From an optimization exercise on the open Yosys and OpenROAD flow, aimed at small area and a short achievable clock period; shortcuts taken in it are not production practice. The RTL was checked by simulation tests, not by an equivalence proof against the original design. Power and IR drop assume default switching activity.

==> run a: inputs <==
==> flow/design.v <==
module Core(
  input         clock,
  input         reset,
  output [31:0] io_instrAddr,
  input  [31:0] io_instrData,
  output [31:0] io_dataAddr,
  output [31:0] io_dataWrite,
  input  [31:0] io_dataRead,
  output        io_dataWen,
  output        io_dataRen,
  output [3:0]  io_dataMask,
  output [31:0] io_pcDebug
);
  wire [31:0] ins = io_instrData;
  wire [6:0]  op  = ins[6:0];
  wire [4:0]  rd  = ins[11:7];
  wire [2:0]  f3  = ins[14:12];
  wire [4:0]  rs1 = ins[19:15];
  wire [4:0]  rs2 = ins[24:20];
  wire isOP    = op == 7'h33;
  wire isOPI   = op == 7'h13;
  wire isLUI   = op == 7'h37;
  wire isAUIPC = op == 7'h17;
  wire isJAL   = op == 7'h6f;
  wire isJALR  = op == 7'h67;
  wire isBR    = op == 7'h63;
  wire isLD    = op == 7'h03;
  wire isST    = op == 7'h23;
  wire regWrite = isOP | isOPI | isLUI | isAUIPC | isJAL | isJALR | isLD;
  wire [31:0] iimm = {{20{ins[31]}}, ins[31:20]};
  wire [31:0] uimm = {ins[31:12], 12'h0};
  wire [31:0] bimm = {{20{ins[31]}}, ins[7], ins[30:25], ins[11:8], 1'b0};
  wire [31:0] jimm = {{12{ins[31]}}, ins[19:12], ins[20], ins[30:21], 1'b0};
  reg  [31:1] pcr;
  wire [31:0] pc = {pcr, 1'b0};    
  reg  [32*32-1:32] rf;
  reg  [31:1] valid;
  wire [31:1] wen;
  genvar gi;
  generate
    for (gi = 1; gi < 32; gi = gi + 1) begin : g_dec
      assign wen[gi] = regWrite & (rd == gi);
    end
  endgenerate
  wire [31:0] r1, r2;
  wire [31:0] r1n, r2n;
  RegRead read1 (.rs(rs1), .valid(valid), .rf(rf), .rn(r1n));
  RegRead read2 (.rs(rs2), .valid(valid), .rf(rf), .rn(r2n));
  assign r1 = ~r1n;
  assign r2 = ~r2n;
  wire [31:0] addr;
  AddrGen agen (.r1n(r1n), .imm(ins[31:20]), .addr(addr));
  wire [31:0] bsrc = isLUI ? uimm : (isOPI ? iimm : r2);
  wire opAlu = isOP | isOPI;
  wire isCmp = opAlu & (f3[2:1] == 2'b01);
  wire sub   = (isOP & (f3 == 3'h0) & ins[30]) | isCmp;
  wire [31:0] pc4   = pc + 32'h4;
  wire [31:0] pcImm = isAUIPC ? iimm : (ins[3] ? jimm : bimm);
  wire [31:0] pcAdd = pc + pcImm;
  wire [9:0] wsel;
  assign wsel[0] = isLUI | (opAlu & (f3 == 3'h0));           
  assign wsel[1] = opAlu & (f3 == 3'h1);                     
  assign wsel[2] = opAlu & (f3 == 3'h5);                     
  assign wsel[3] = opAlu & (f3 == 3'h4 | f3 == 3'h6);        
  assign wsel[4] = opAlu & (f3 == 3'h6 | f3 == 3'h7);        
  assign wsel[5] = opAlu & (f3 == 3'h2);                     
  assign wsel[6] = opAlu & (f3 == 3'h3);                     
  assign wsel[7] = isLD;
  assign wsel[8] = isJAL | isJALR;
  assign wsel[9] = isAUIPC;
  wire [31:0] wdata;
  wire        sumZero;
  Exec exec (.r1(r1), .b(bsrc), .sub(sub), .left(~f3[2]), .arith(ins[30]),
             .wsel(wsel), .ld(io_dataRead), .pc4(pc4[31:1]), .pcAdd(pcAdd),
             .wdata(wdata), .zero(sumZero));
  wire        taken = isBR & sumZero;
  always @(posedge clock) begin
    if (reset)
      pcr <= 31'h40000000;
    else if (isJALR)
      pcr <= addr[31:1];
    else if (isJAL | taken)
      pcr <= pcAdd[31:1];
    else
      pcr <= pc4[31:1];
  end
  always @(posedge clock) begin
    if (reset)
      valid <= 31'h0;
    else
      valid <= valid | wen;
  end
  integer k;
  always @(posedge clock) begin
    for (k = 1; k < 32; k = k + 1)
      if (wen[k]) rf[k*32 +: 32] <= wdata;
  end
  assign io_instrAddr = pc;
  assign io_pcDebug   = pc;
  assign io_dataAddr  = addr;
  assign io_dataWrite = r2;
  assign io_dataWen   = isST;
  assign io_dataRen   = isLD;
  assign io_dataMask  = 4'hf;
endmodule
module RegRead(
  input  [4:0]       rs,
  input  [31:1]      valid,
  input  [1023:32]   rf,
  output [31:0]      rn
);
  wire [3:0] lo;
  wire [7:0] hi;
  genvar gi;
  generate
    for (gi = 0; gi < 4; gi = gi + 1) begin : g_lo
      assign lo[gi] = rs[1:0] == gi;
    end
    for (gi = 0; gi < 8; gi = gi + 1) begin : g_hi
      assign hi[gi] = rs[4:2] == gi;
    end
  endgenerate
  wire [31:1] sel;
  generate
    for (gi = 1; gi < 32; gi = gi + 1) begin : g_sel
      assign sel[gi] = valid[gi] & lo[gi % 4] & hi[gi / 4];
    end
  endgenerate
  generate
    for (gi = 0; gi < 32; gi = gi + 1) begin : g_bit
      wire [31:1] d;
      wire [10:0] y;
      genvar k;
      for (k = 1; k < 32; k = k + 1) begin : g_d
        assign d[k] = rf[k*32 + gi];
      end
      for (k = 0; k < 10; k = k + 1) begin : g_aoi
        Aoi222 u (.a1(sel[3*k+1]), .a2(d[3*k+1]), .b1(sel[3*k+2]), .b2(d[3*k+2]),
                  .c1(sel[3*k+3]), .c2(d[3*k+3]), .y(y[k]));
      end
      Nand2 u31 (.a(sel[31]), .b(d[31]), .y(y[10]));
      wire o0, o1, o2;
      Nand4 n0 (.a(y[0]), .b(y[1]), .c(y[2]), .d(y[3]), .y(o0));
      Nand4 n1 (.a(y[4]), .b(y[5]), .c(y[6]), .d(y[7]), .y(o1));
      Nand3 n2 (.a(y[8]), .b(y[9]), .c(y[10]), .y(o2));
      Nor3 nr (.a(o0), .b(o1), .c(o2), .y(rn[gi]));
    end
  endgenerate
endmodule
module AddrGen(
  input  [31:0] r1n,
  input  [11:0] imm,
  output [31:0] addr
);
  genvar gi;
  wire [11:0] an = r1n[11:0];
  wire [11:0] g0, t0;
  generate
    for (gi = 0; gi < 12; gi = gi + 1) begin : g_gt
      GtN u (.an(an[gi]), .b(imm[gi]), .g(g0[gi]), .t(t0[gi]));
    end
  endgenerate
  wire [11:0] g1, t1, g2, t2, g3, t3, g4;
  generate
    for (gi = 0; gi < 12; gi = gi + 1) begin : g_ks
      if (gi >= 1) begin : l1
        Ao21 ug (.g1(g0[gi]), .t1(t0[gi]), .g0(g0[gi-1]), .g(g1[gi]));
        And2 ut (.a(t0[gi]), .b(t0[gi-1]), .y(t1[gi]));
      end else begin : l1n
        assign g1[gi] = g0[gi];
        assign t1[gi] = t0[gi];
      end
      if (gi >= 2) begin : l2
        Ao21 ug (.g1(g1[gi]), .t1(t1[gi]), .g0(g1[gi-2]), .g(g2[gi]));
        And2 ut (.a(t1[gi]), .b(t1[gi-2]), .y(t2[gi]));
      end else begin : l2n
        assign g2[gi] = g1[gi];
        assign t2[gi] = t1[gi];
      end
      if (gi >= 4) begin : l3
        Ao21 ug (.g1(g2[gi]), .t1(t2[gi]), .g0(g2[gi-4]), .g(g3[gi]));
        And2 ut (.a(t2[gi]), .b(t2[gi-4]), .y(t3[gi]));
      end else begin : l3n
        assign g3[gi] = g2[gi];
        assign t3[gi] = t2[gi];
      end
      if (gi >= 8) begin : l4
        Ao21 ug (.g1(g3[gi]), .t1(t3[gi]), .g0(g3[gi-8]), .g(g4[gi]));
      end else begin : l4n
        assign g4[gi] = g3[gi];
      end
    end
  endgenerate
  wire [11:0] c   = {g4[10:0], 1'b0};
  wire [11:0] x   = an ^ ~imm;
  wire [11:0] lo  = x ^ c;
  wire        c12 = g4[11];
  wire [19:0] hn = r1n[31:12];
  wire [19:0] hi = ~hn;
  wire [19:0] A [0:5];
  wire [19:0] D [0:5];
  assign A[0] = hi;
  assign D[0] = hn;
  genvar l;
  generate
    for (l = 0; l < 5; l = l + 1) begin : g_pl
      for (gi = 0; gi < 20; gi = gi + 1) begin : g_b
        if ((gi >> l) & 1) begin : m
          localparam integer J = ((gi >> l) << l) - 1;
          And2 ua (.a(A[l][gi]), .b(A[l][J]), .y(A[l+1][gi]));
          And2 ud (.a(D[l][gi]), .b(D[l][J]), .y(D[l+1][gi]));
        end else begin : k
          assign A[l+1][gi] = A[l][gi];
          assign D[l+1][gi] = D[l][gi];
        end
      end
    end
  endgenerate
  wire [19:0] incm = {A[5][18:0], 1'b1};
  wire [19:0] decm = {D[5][18:0], 1'b1};
  wire        sgn = imm[11];
  wire [19:0] withC = sgn ? hi : hi ^ incm;
  wire [19:0] noC   = sgn ? hi ^ decm : hi;
  assign addr = {c12 ? withC : noC, lo};
endmodule
module GtN(input an, b, output g, t);
  assign g = ~an & b;
  assign t = ~an | b;
endmodule
module Nand2(input a, b, output y);
  assign y = ~(a & b);
endmodule
module Nor3(input a, b, c, output y);
  assign y = ~(a | b | c);
endmodule
module Ao21(input g1, t1, g0, output g);
  assign g = g1 | (t1 & g0);
endmodule
module And2(input a, b, output y);
  assign y = a & b;
endmodule
module Aoi222(input a1, a2, b1, b2, c1, c2, output y);
  assign y = ~((a1 & a2) | (b1 & b2) | (c1 & c2));
endmodule
module Nand4(input a, b, c, d, output y);
  assign y = ~(a & b & c & d);
endmodule
module Nand3(input a, b, c, output y);
  assign y = ~(a & b & c);
endmodule
module Exec(
  input  [31:0] r1,
  input  [31:0] b,
  input         sub,
  input         left,
  input         arith,
  input  [9:0]  wsel,
  input  [31:0] ld,
  input  [31:1] pc4,
  input  [31:0] pcAdd,
  output [31:0] wdata,
  output        zero
);
  genvar gi, l;
  wire [31:0] bx = b ^ {32{sub}};
  wire [31:0] p  = r1 ^ bx;
  wire [31:0] g  = r1 & bx;
  wire [31:0] G [0:5];
  wire [31:0] P [0:5];
  assign G[0] = {g[31:1], g[0] | (p[0] & sub)};
  assign P[0] = p;
  generate
    for (l = 0; l < 5; l = l + 1) begin : g_lvl
      for (gi = 0; gi < 32; gi = gi + 1) begin : g_b
        if ((gi >> l) & 1) begin : m
          localparam integer J = ((gi >> l) << l) - 1;
          assign G[l+1][gi] = G[l][gi] | (P[l][gi] & G[l][J]);
          assign P[l+1][gi] = P[l][gi] & P[l][J];
        end else begin : k
          assign G[l+1][gi] = G[l][gi];
          assign P[l+1][gi] = P[l][gi];
        end
      end
    end
  endgenerate
  wire [31:0] c   = {G[5][30:0], sub};
  wire [31:0] sum = p ^ c;
  wire        cout = G[5][31];
  wire sltu = ~cout;
  wire slt  = (r1[31] ^ b[31]) ? r1[31] : sum[31];
  assign zero = ~|sum;
  wire [31:0] shin;
  generate
    for (gi = 0; gi < 32; gi = gi + 1) begin : g_rev
      assign shin[gi] = left ? r1[31 - gi] : r1[gi];
    end
  endgenerate
  wire fill = ~left & arith & r1[31];
  wire [4:0] sh = b[4:0];
  wire [31:0] S [0:5];
  assign S[0] = shin;
  generate
    for (l = 0; l < 5; l = l + 1) begin : g_sh
      for (gi = 0; gi < 32; gi = gi + 1) begin : g_b
        if (gi + (1 << l) < 32) begin : m
          assign S[l+1][gi] = sh[l] ? S[l][gi + (1 << l)] : S[l][gi];
        end else begin : f
          assign S[l+1][gi] = sh[l] ? fill : S[l][gi];
        end
      end
    end
  endgenerate
  wire [31:0] shr = S[5];
  generate
    for (gi = 0; gi < 32; gi = gi + 1) begin : g_out
      wire t = (wsel[0] & sum[gi]) | (wsel[1] & shr[31 - gi]) | (wsel[2] & shr[gi]) |
               (wsel[3] & p[gi]) | (wsel[4] & g[gi]) |
               (wsel[7] & ld[gi]) | (wsel[9] & pcAdd[gi]);
      if (gi == 0) begin : b0
        assign wdata[gi] = t | (wsel[5] & slt) | (wsel[6] & sltu);
      end else begin : bn
        assign wdata[gi] = t | (wsel[8] & pc4[gi]);
      end
    end
  endgenerate
endmodule
==> flow/flow/run.sh <==
#!/bin/bash
# Layout flow: the standard flow (standard.sh) with the standard synthesis
# unchanged, and two changes to how the layout is made:
#  - the port buffers are buf_2 cells instead of the delay buffers buffer_ports
#    picks by default (every port still gets its buffer);
#  - the clock tree is built without dummy loads;
# Each step's full output goes to a log file of its own in this folder.
set -euo pipefail
bash standard.sh synth > log_1_synth.txt 2>&1
bash standard.sh \
  "BUFFER_PORTS_ARGS=-buffer_cell sky130_fd_sc_hd__buf_2" \
  "CTS_ARGS=-sink_clustering_enable -repair_clock_nets -dont_use_dummy_load" \
  finish > log_2_layout.txt 2>&1
==> flow/standard.sh <==
#!/bin/bash
# synth_recipe.tcl (not shown) runs the flow's synth.tcl, then flattens the netlist and writes it again
# the make line also repeats each setting of config.mk as NAME=value (left out here)
make -C /OpenROAD-flow-scripts/flow DESIGN_CONFIG=/design/flow/config.mk WORK_HOME=/design/flow/orfs CLKGATE_MAP_FILE= SYNTH_SCRIPT=/design/flow/synth_recipe.tcl "${@:-finish}"
==> flow/config.mk <==
export PLATFORM = sky130hd
export DESIGN_NAME = Core
export DESIGN_NICKNAME = Core
export VERILOG_FILES = /design/flow/design.v
export SDC_FILE = /design/flow/constraint.sdc
export NUM_CORES = 4
export LEC_CHECK = 0
export CAP_MARGIN = 20
export CORE_MARGIN = 2
export CORE_UTILIZATION = 50
export SETUP_SLACK_MARGIN = 5
export SLEW_MARGIN = 20
export SYNTH_HIERARCHICAL = 1
==> flow/constraint.sdc <==
create_clock -name core_clock -period 14.5 [get_ports {clock}]
set_input_delay 2.9000 -clock core_clock [delete_from_list [all_inputs] [get_ports {clock}]]
set_output_delay 2.9000 -clock core_clock [all_outputs]
set_load 0.01 [all_outputs]
==> run b: changes against run a <==
--- a/flow/design.v
+++ b/flow/design.v
@@ -122,6 +122,7 @@
   endgenerate
-  wire [31:1] sel;
+  wire [31:1] selA, selB;
   generate
     for (gi = 1; gi < 32; gi = gi + 1) begin : g_sel
-      assign sel[gi] = valid[gi] & lo[gi % 4] & hi[gi / 4];
+      And3 ua (.a(valid[gi]), .b(lo[gi % 4]), .c(hi[gi / 4]), .y(selA[gi]));
+      And3 ub (.a(valid[gi]), .b(lo[gi % 4]), .c(hi[gi / 4]), .y(selB[gi]));
     end
@@ -130,2 +131,3 @@
     for (gi = 0; gi < 32; gi = gi + 1) begin : g_bit
+      wire [31:1] sel = (gi < 16) ? selA : selB;
       wire [31:1] d;
@@ -229,2 +231,8 @@
 endmodule
+module And3(input a, b, c, output y);
+  assign y = a & b & c;
+endmodule
+module Xor2(input a, b, output y);
+  assign y = a ^ b;
+endmodule
 module Nand2(input a, b, output y);
@@ -290,3 +298,14 @@
   wire slt  = (r1[31] ^ b[31]) ? r1[31] : sum[31];
-  assign zero = ~|sum;
+  wire [31:0] t = r1 | bx;
+  wire [31:0] z;
+  generate
+    for (gi = 0; gi < 32; gi = gi + 1) begin : g_z
+      if (gi == 0) begin : b0
+        Xor2 u (.a(p[0]), .b(sub), .y(z[0]));
+      end else begin : bn
+        Xor2 u (.a(p[gi]), .b(t[gi-1]), .y(z[gi]));
+      end
+    end
+  endgenerate
+  assign zero = ~|z;
   wire [31:0] shin;
--- a/flow/flow/run.sh
+++ b/flow/flow/run.sh
@@ -5,3 +5,3 @@
 #    picks by default (every port still gets its buffer);
-#  - the clock tree is built without dummy loads;
+#  - the clock tree is built without dummy loads, from larger sink clusters.
 # Each step's full output goes to a log file of its own in this folder.
@@ -11,3 +11,3 @@
   "BUFFER_PORTS_ARGS=-buffer_cell sky130_fd_sc_hd__buf_2" \
-  "CTS_ARGS=-sink_clustering_enable -repair_clock_nets -dont_use_dummy_load" \
+  "CTS_ARGS=-sink_clustering_enable -repair_clock_nets -dont_use_dummy_load -sink_clustering_size 25 -sink_clustering_max_diameter 80" \
   finish > log_2_layout.txt 2>&1
- CORE_UTILIZATION: 50 -> 58
==> run c: changes against run a <==
--- a/flow/design.v
+++ b/flow/design.v
@@ -122,6 +122,7 @@
   endgenerate
-  wire [31:1] sel;
+  wire [31:1] selA, selB;
   generate
     for (gi = 1; gi < 32; gi = gi + 1) begin : g_sel
-      assign sel[gi] = valid[gi] & lo[gi % 4] & hi[gi / 4];
+      And3 ua (.a(valid[gi]), .b(lo[gi % 4]), .c(hi[gi / 4]), .y(selA[gi]));
+      And3 ub (.a(valid[gi]), .b(lo[gi % 4]), .c(hi[gi / 4]), .y(selB[gi]));
     end
@@ -130,2 +131,3 @@
     for (gi = 0; gi < 32; gi = gi + 1) begin : g_bit
+      wire [31:1] sel = (gi < 16) ? selA : selB;
       wire [31:1] d;
@@ -196,3 +198,2 @@
   wire [11:0] lo  = x ^ c;
-  wire        c12 = g4[11];
   wire [19:0] hn = r1n[31:12];
@@ -223,3 +224,13 @@
   wire [19:0] noC   = sgn ? hi ^ decm : hi;
-  assign addr = {c12 ? withC : noC, lo};
+  wire [3:0] c12x;
+  wire [19:0] up;
+  generate
+    for (gi = 0; gi < 4; gi = gi + 1) begin : g_c12
+      Ao21 uc (.g1(g3[11]), .t1(t3[11]), .g0(g3[3]), .g(c12x[gi]));
+    end
+    for (gi = 0; gi < 20; gi = gi + 1) begin : g_up
+      Mux2 um (.s(c12x[gi / 5]), .a1(withC[gi]), .a0(noC[gi]), .y(up[gi]));
+    end
+  endgenerate
+  assign addr = {up, lo};
 endmodule
@@ -229,2 +240,11 @@
 endmodule
+module And3(input a, b, c, output y);
+  assign y = a & b & c;
+endmodule
+module Mux2(input s, a1, a0, output y);
+  assign y = s ? a1 : a0;
+endmodule
+module Xor2(input a, b, output y);
+  assign y = a ^ b;
+endmodule
 module Nand2(input a, b, output y);
@@ -290,3 +310,14 @@
   wire slt  = (r1[31] ^ b[31]) ? r1[31] : sum[31];
-  assign zero = ~|sum;
+  wire [31:0] t = r1 | bx;
+  wire [31:0] z;
+  generate
+    for (gi = 0; gi < 32; gi = gi + 1) begin : g_z
+      if (gi == 0) begin : b0
+        Xor2 u (.a(p[0]), .b(sub), .y(z[0]));
+      end else begin : bn
+        Xor2 u (.a(p[gi]), .b(t[gi-1]), .y(z[gi]));
+      end
+    end
+  endgenerate
+  assign zero = ~|z;
   wire [31:0] shin;
--- a/flow/flow/run.sh
+++ b/flow/flow/run.sh
@@ -5,3 +5,3 @@
 #    picks by default (every port still gets its buffer);
-#  - the clock tree is built without dummy loads;
+#  - the clock tree is built without dummy loads, from larger sink clusters.
 # Each step's full output goes to a log file of its own in this folder.
@@ -11,3 +11,3 @@
   "BUFFER_PORTS_ARGS=-buffer_cell sky130_fd_sc_hd__buf_2" \
-  "CTS_ARGS=-sink_clustering_enable -repair_clock_nets -dont_use_dummy_load" \
+  "CTS_ARGS=-sink_clustering_enable -repair_clock_nets -dont_use_dummy_load -sink_clustering_size 30 -sink_clustering_max_diameter 100" \
   finish > log_2_layout.txt 2>&1
==> impl_results.md <==
* Hold_sp: valid[29]
* RD Place Congestion at 1.11
* Leakage at between 20 and 25 nW
* H-tree depth at 3
* DR iter-0 viols at 10700
* Final HPWL DP at 148000 µm
* Worst path cell trace: buf_6 -> and2_1 -> and3_4 -> buf_4 -> a222oi_1 -> nand4_1 -> nor3_4 -> nand2b_1 -> a21o_1 -> a21o_1 -> a21o_1 -> a21o_4 -> and2b_4 -> buf_12 -> a22oi_2 -> xnor2_2 -> buf_2
* M2 GR Usage at 63.5%
* Die H at 327 µm
* N_diodes at 16
* Worst path max stage delay at 0.48 ns
* Most frequent cells in the layout: edfxtp_1 (992), a222oi_1 (660), nand2_1 (234)
* Hold slack at 0.502 ns
* Status: timing/DRC/antenna clean
* Crit-path max FO at 10
* Routed WL at about 240000 µm
* Period Utilization, post-route at 68.4%
* Clk Latency, worst-skew pair at 0.71 ns
-- figures above: run a

==> impl_results.md <==
* Slew Limit Fails at 2
* Hold_sp: valid[29]
* Crit-path max FO at 13
* Die H at between 300 and 400 µm
* Status: complete, but fails checks
* DR iter-0 viols at 10000
* Worst path max stage delay at about 0.55 ns
* Failed Checks: slew limit
* Period Utilization, post-route at 66.1%
* Final HPWL DP at 140000 µm
* M2 GR Usage at 56.5%
* Hold slack at ~0.53 ns
* Worst path cell trace: buf_6 -> nor2b_1 -> buf_6 -> buf_12 -> and3_4 -> a222oi_1 -> nand4_1 -> nor3_4 -> nand2b_1 -> and2_1 -> a21o_2 -> a21o_1 -> xor2_1 -> xnor2_2 -> buf_2
* N_diodes at 1
* RD Place Congestion at 1.06
-- figures above: run c

==> impl_results.md <==
* Status: timing/DRC/antenna clean
* N_diodes at 0
* Post-Place Cells at around 5300
* Total core area at between 90000 and 100000 µm²
* Post-Route Setup TNS at 0 ns
* Most frequent cells in the layout: edfxtp_1 (992), a222oi_1 (663), inv_1 (208)
* DR iter-0 viols at 10700
* Final HPWL DP at 134000 µm
* Hold_sp: valid[31]
* H-tree depth at 2
* Worst path cell trace: clkbuf_16 -> and3b_2 -> and3_4 -> buf_6 -> a222oi_1 -> nand4_1 -> nor3_4 -> nor2b_2 -> a21o_1 -> a21o_1 -> a21o_1 -> a21o_4 -> nor2b_4 -> buf_12 -> buf_12 -> a22oi_2 -> xnor2_1 -> buf_2
* M2 GR Usage at between 60% and 70%
* Die H at 306 µm
* Clock buf/inv share at 2.29%
* Crit-path max FO at 7
* Worst path max stage delay at 0.44 ns
* Routed WL at roughly 200000 µm
* Reg2reg setup slack at roughly 7.6 ns
* Hold slack at ~0.53 ns
* Syn-to-layout area delta at 11.1%
* RD Place Congestion at 1.11
* Mapped Area at 53000 µm²
-- figures above: run b

-- port drivers added, routing unchanged --
The results above use ideal ports. As a check the final layouts listed here were re-extracted and re-timed, cells and wires unchanged.
Step 1 assumes that a clkbuf_16 drives the clock port and a buf_2 every other input.
Step 2 moves the port delays by t, midway between the first and last clock arrival at a register: inputs arrive t later, outputs are due t later. That takes back most of the time a late clock gives input paths.
Slacks: ideal ports / drivers / drivers and shift; pairs: ideal ports / drivers.
run | shift t [ns] | setup slack, ns | clock arrival spread, ns
run a | 0.764 | 4.585 / 4.393 / 4.227 | 0.043 / 0.043
run b | 0.745 | 4.849 / 4.591 / 4.460 | 0.131 / 0.131
run c | 0.723 | 4.918 / 4.880 / 4.467 | 0.135 / 0.135
For run c, which loses most, drivers alone change the setup slack by -0.038 ns; drivers and shift together by -0.451 ns.
